Source: an optimization exercise on an open RTL-to-GDS flow (aim: small area). Production flows keep margins and buffers that such runs may drop.
In this exercise RTL edits were held to simulation tests only and were not proved equivalent to the original.
No driver is modelled on the clock port, so clock power and skew are understated where the tree is cut down; a real chip needs a root buffer or a tree.
Power and IR drop assume default switching activity.

== rev 12 ==
==> flow/design.v (excerpt) <==
module EECS3216_Lab4 (input Clock,
                      input TimerON,
                      input Coin5,
                      input Coin10,
                      input Coin20,
                      input Reset,
                      output [6:0] tenSec,
                      output [6:0] oneSec,
                      output C5Enable,
                      output C10Enable,
                      output C20Enable);
Size in the first run: about 190 cells after synthesis, about 23 I/O pins.
export LEC_CHECK = 0
export CAP_MARGIN = 20
export CORE_MARGIN = 2
export CORE_UTILIZATION = 40
export CTS_BUF_LIST = sky130_fd_sc_hd__clkbuf_4
export CTS_CLUSTER_DIAMETER = 100
export CTS_CLUSTER_SIZE = 40
export SLEW_MARGIN = 20
create_clock -name core_clock -period 20.0 [get_ports {Clock}]
standard.sh (not shown) runs the stock make flow with config.mk's settings and CLKGATE_MAP_FILE= SYNTH_SCRIPT=/design/flow/synth_recipe.tcl, a recipe that flattens the netlist after the stock synthesis.
==> flow/flow/run.sh <==
#!/bin/bash
# Own layout flow: the standard ORFS flow (standard.sh) with two changes.
#  - Synthesis maps the logic with the area-oriented ABC script flow/abc_area.script and does
#    not extract half/full adders. Everything else in synthesis (synth_recipe.tcl, ORFS's
#    synth.tcl, register mapping, flattening, renaming) is unchanged, so the registers are the
#    standard synthesis's.
#  - Port buffering uses the platform's smallest buffer, sky130_fd_sc_hd__buf_1.
# The scripts are ORFS's own, copied here so that only abc_area.script differs.
set -euo pipefail
W=$(pwd)
rm -rf "$W/scripts_area"
mkdir -p "$W/scripts_area"
cp -r "$FLOW_HOME/scripts/." "$W/scripts_area/"
cp "$W/flow/abc_area.script" "$W/scripts_area/abc_area.script"
bash standard.sh finish SCRIPTS_DIR="$W/scripts_area" ABC_AREA=1 ADDER_MAP_FILE= \
  "BUFFER_PORTS_ARGS=-buffer_cell sky130_fd_sc_hd__buf_1" \
  "CTS_ARGS=-buf_list sky130_fd_sc_hd__clkbuf_8 -root_buf sky130_fd_sc_hd__clkbuf_8 -sink_clustering_enable -sink_clustering_size 50 -sink_clustering_max_diameter 300 -sink_clustering_levels 1 -dont_use_dummy_load -repair_clock_nets" > "$W/orfs_make.log" 2>&1
==> flow/flow/abc_area.script <==
strash
dc2
dch -f
amap
topo
dnsize -c
Per the final summary, rev 12 finished and its layout is clean on timing, DRC and antenna.
Input changes introduced in rev 13 (baseline for comparison: rev 12):
-- flow/flow/run.sh --
<<< rev 12, line 8
>>> rev 13, line 8
#  - Clock tree synthesis uses sky130_fd_sc_hd__clkbuf_4 and adds no dummy loads.
<<< rev 12, line 17
  "CTS_ARGS=-buf_list sky130_fd_sc_hd__clkbuf_8 -root_buf sky130_fd_sc_hd__clkbuf_8 -sink_clustering_enable -sink_clustering_size 50 -sink_clustering_max_diameter 300 -sink_clustering_levels 1 -dont_use_dummy_load -repair_clock_nets" > "$W/orfs_make.log" 2>&1
>>> rev 13, line 18
  "CTS_ARGS=-buf_list sky130_fd_sc_hd__clkbuf_4 -root_buf sky130_fd_sc_hd__clkbuf_4 -sink_clustering_enable -sink_clustering_size 40 -sink_clustering_max_diameter 300 -dont_use_dummy_load -repair_clock_nets" > "$W/orfs_make.log" 2>&1
==> flow/flow/abc_area.script <==
strash
&get -n
&deepsyn -T 20
&put
dch -f
amap
topo
dnsize -c
--- outcome ---
Final area ended up about 4% lower on rev 13 than on rev 12.
Rev 13 vs rev 12 on power density over cell area: rev 13 is the lower one.
Delta (rev 13 minus rev 12): global-route wire length before repair has increased, via total after detailed routing has decreased.
On layout net count: between rev 12 and rev 13, it ends up lower for rev 13.
[compare] base=rev 12 new=rev 13: final worst slack now sits higher; portion of total power attributed to the clock network now sits lower; share of cells above drive strength 1 now sits higher.
For rev 12, the startpoint of the most critical setup path was u_r[0], unlike rev 13, where it was u_r[1].
Higher number of non-clock inverters in the layout among rev 12 and rev 13: rev 12

Starting RTL as in the previous note.
Design EECS3216_Lab4, start of the top module:
module EECS3216_Lab4 (input Clock,
                      input TimerON,
                      input Coin5,
                      input Coin10,
                      input Coin20,
                      input Reset,
                      output [6:0] tenSec,
                      output [6:0] oneSec,
                      output C5Enable,
                      output C10Enable,
                      output C20Enable);
Settings: LEC_CHECK=0, CAP_MARGIN=20, CORE_MARGIN=2, CORE_UTILIZATION=40, CTS_BUF_LIST=sky130_fd_sc_hd__clkbuf_4, CTS_CLUSTER_DIAMETER=100, CTS_CLUSTER_SIZE=40, SLEW_MARGIN=20; clock period 20.0 ns.
==> flow/flow/run.sh <==
#!/bin/bash
# Own layout flow: the standard ORFS flow (standard.sh) with two changes.
#  - Synthesis maps the logic with the area-oriented ABC script flow/abc_area.script and does
#    not extract half/full adders. Everything else in synthesis (synth_recipe.tcl, ORFS's
#    synth.tcl, register mapping, flattening, renaming) is unchanged, so the registers are the
#    standard synthesis's.
#  - Port buffering uses the platform's smallest buffer, sky130_fd_sc_hd__buf_1.
# The scripts are ORFS's own, copied here so that only abc_area.script differs.
set -euo pipefail
W=$(pwd)
rm -rf "$W/scripts_area"
mkdir -p "$W/scripts_area"
cp -r "$FLOW_HOME/scripts/." "$W/scripts_area/"
cp "$W/flow/abc_area.script" "$W/scripts_area/abc_area.script"
bash standard.sh finish SCRIPTS_DIR="$W/scripts_area" ABC_AREA=1 ADDER_MAP_FILE= \
  "BUFFER_PORTS_ARGS=-buffer_cell sky130_fd_sc_hd__buf_1" \
  "CTS_ARGS=-buf_list sky130_fd_sc_hd__clkbuf_2 -root_buf sky130_fd_sc_hd__clkbuf_4 -sink_clustering_enable -sink_clustering_size 40 -sink_clustering_max_diameter 300 -dont_use_dummy_load -repair_clock_nets" > "$W/orfs_make.log" 2>&1
==> flow/flow/abc_area.script <==
strash
dc2
dch -f
amap
topo
dnsize -c
Edit:
==> flow/run.sh (new file) <==
#!/bin/bash
# synth_recipe.tcl (not shown) runs the flow's synth.tcl, then flattens the netlist and writes it again
# the make line also repeats each setting of config.mk as NAME=value (left out here)
make -C /OpenROAD-flow-scripts/flow DESIGN_CONFIG=/design/flow/config.mk WORK_HOME=/design/flow/orfs CLKGATE_MAP_FILE= SYNTH_SCRIPT=/design/flow/synth_recipe.tcl finish
removed: flow/flow/run.sh
removed: flow/flow/abc_area.script
removed: flow/standard.sh
After rerunning: The new run produced a clean layout. Area after synthesis increases by about a fifth. Clock power came out higher by well over a third. Wire length goes up by roughly a tenth.
Edit:
==> flow/flow/run.sh (new file) <==
#!/bin/bash
# Own layout flow: the standard ORFS flow (standard.sh) with two changes.
#  - Synthesis maps the logic with the area-oriented ABC script flow/abc_area.script and does
#    not extract half/full adders. Everything else in synthesis (synth_recipe.tcl, ORFS's
#    synth.tcl, register mapping, flattening, renaming) is unchanged, so the registers are the
#    standard synthesis's.
#  - Port buffering uses the platform's smallest buffer, sky130_fd_sc_hd__buf_1.
# The scripts are ORFS's own, copied here so that only abc_area.script differs.
set -euo pipefail
W=$(pwd)
rm -rf "$W/scripts_area"
mkdir -p "$W/scripts_area"
cp -r "$FLOW_HOME/scripts/." "$W/scripts_area/"
cp "$W/flow/abc_area.script" "$W/scripts_area/abc_area.script"
bash standard.sh finish SCRIPTS_DIR="$W/scripts_area" ABC_AREA=1 ADDER_MAP_FILE= \
  "BUFFER_PORTS_ARGS=-buffer_cell sky130_fd_sc_hd__buf_1" \
  "CTS_ARGS=-buf_list sky130_fd_sc_hd__clkbuf_8 -root_buf sky130_fd_sc_hd__clkbuf_8 -sink_clustering_enable -sink_clustering_size 40 -sink_clustering_max_diameter 1000 -num_static_layers 1 -dont_use_dummy_load -repair_clock_nets" > "$W/orfs_make.log" 2>&1
==> flow/flow/abc_area.script (new file) <==
strash
dc2
dch -f
amap
topo
dnsize -c
==> flow/standard.sh (new file) <==
#!/bin/bash
# synth_recipe.tcl (not shown) runs the flow's synth.tcl, then flattens the netlist and writes it again
# the make line also repeats each setting of config.mk as NAME=value (left out here)
make -C /OpenROAD-flow-scripts/flow DESIGN_CONFIG=/design/flow/config.mk WORK_HOME=/design/flow/orfs CLKGATE_MAP_FILE= SYNTH_SCRIPT=/design/flow/synth_recipe.tcl "${@:-finish}"
removed: flow/run.sh
Result: The new run completed without violations. Global-route usage climbs by 1.1 points. Setup slack gets better by 0.44 ns. Critical path depth came out higher by 1. Clock skew rose by 0.0038 ns. Utilization grows by 1.4 points. Count of clock-buffer cells in the layout does not change. Total power came out lower by roughly a tenth. Synthesized cell count drops by a little under a tenth. Final area fell by about a fifth. Combinational power fell by about a fifth. Register-to-register slack is worse by 0.99 ns.
Edit:
==> flow/flow/run.sh (replaced) <==
#!/bin/bash
# Own layout flow: the standard ORFS flow (standard.sh) with these changes.
#  - Synthesis maps the logic with the area-oriented ABC script flow/abc_area.script and does
#    not extract half/full adders. Everything else in synthesis (synth_recipe.tcl, ORFS's
#    synth.tcl, register mapping, flattening, renaming) is unchanged, so the registers are the
#    standard synthesis's.
#  - Port buffering uses the platform's smallest buffer, sky130_fd_sc_hd__buf_1.
#  - Clock tree: the design has few registers, so the clock port drives one clock buffer
#    (sky130_fd_sc_hd__clkbuf_16) that drives every register's clock pin, in place of
#    TritonCTS's H-tree.
# The scripts are ORFS's own, copied here; only abc_area.script and cts.tcl's tree step differ.
set -euo pipefail
W=$(pwd)
rm -rf "$W/scripts_area"
mkdir -p "$W/scripts_area"
cp -r "$FLOW_HOME/scripts/." "$W/scripts_area/"
cp "$W/flow/abc_area.script" "$W/scripts_area/abc_area.script"
python3 - "$W/scripts_area/cts.tcl" <<'P'
import sys
f = sys.argv[1]
t = open(f).read()
old = "log_cmd clock_tree_synthesis {*}$cts_args"
assert old in t
new = """# one clock buffer at the centre of the registers, driving all of them
set sx 0
set sy 0
set ns 0
foreach it [[[ord::get_db_block] findNet Clock] getITerms] {
  set loc [[$it getInst] getLocation]
  set sx [expr {$sx + [lindex $loc 0]}]
  set sy [expr {$sy + [lindex $loc 1]}]
  incr ns
}
set dbu [[ord::get_db_tech] getDbUnitsPerMicron]
log_cmd insert_buffer -buffer_cell sky130_fd_sc_hd__clkbuf_16 -net Clock -buffer_name clkbuf_0_Clock -net_name clknet_0_Clock -location [list [expr {$sx / $ns / double($dbu)}] [expr {$sy / $ns / double($dbu)}]]
set_propagated_clock [all_clocks]"""
open(f, "w").write(t.replace(old, new))
P
bash standard.sh finish SCRIPTS_DIR="$W/scripts_area" ABC_AREA=1 ADDER_MAP_FILE= \
  "BUFFER_PORTS_ARGS=-buffer_cell sky130_fd_sc_hd__buf_1" > "$W/orfs_make.log" 2>&1
==> flow/flow/abc_area.script (replaced) <==
strash
&get -n
&deepsyn -T 20
&put
dch -f
amap
topo
dnsize -c
Final cell count fell by a little under a tenth.
Total power fell by roughly a tenth.
Die area fell by a few percent.
Maximum frequency rose by a few percent.
Sequential power fell slightly.
Clock power fell by well over a third.
Hold slack is better by 0.021 ns.
Register-to-register slack is better by 0.60 ns.
In the fourth run of this note the design's own scripts or RTL, not TritonCTS, make the clock network.

[afterwards: timing with drivers on the ports]
The flow's constraints put no driver on any port. The routed layouts listed below were extracted and timed again, unchanged, in two steps.
Step 1 sets driving cells, clkbuf_16 on the clock port and buf_2 on the other inputs (assumed; they add their load-dependent delay and slew).
Step 2 adds t to the input delays and takes it off the output delays; t is the mean of the earliest and latest rising clock arrival at the registers after step 1. Input paths then give back, and output paths get back, about the clock's delay inside the block.
Slacks: no drivers / after step 1 / after step 2; pairs: no drivers / after step 1.
| run | shift t [ns] | setup slack, ns | hold WS [ns] | worst register clock-pin slew, ns |
|---|---|---|---|---|
| rev 12 | 0.300 | 14.493 / 14.468 / 14.768 | 0.380 / 0.380 / 0.380 | 0.07 / 0.07 |
| rev 13 | 0.346 | 14.534 / 14.512 / 14.819 | 0.395 / 0.395 / 0.395 | 0.10 / 0.10 |
| the first run of note 2 | 0.344 | 14.438 / 14.416 / 14.760 | 0.383 / 0.383 / 0.383 | 0.10 / 0.10 |
| the second run of note 2 | 0.354 | 14.055 / 14.033 / 14.359 | 0.391 / 0.391 / 0.391 | 0.11 / 0.11 |
| the third run of note 2 | 0.298 | 14.497 / 14.472 / 14.771 | 0.383 / 0.383 / 0.383 | 0.07 / 0.07 |
| the fourth run of note 2 | 0.200 | 14.677 / 14.651 / 14.831 | 0.404 / 0.404 / 0.404 | 0.12 / 0.12 |
After both steps every run listed still meets setup and hold.
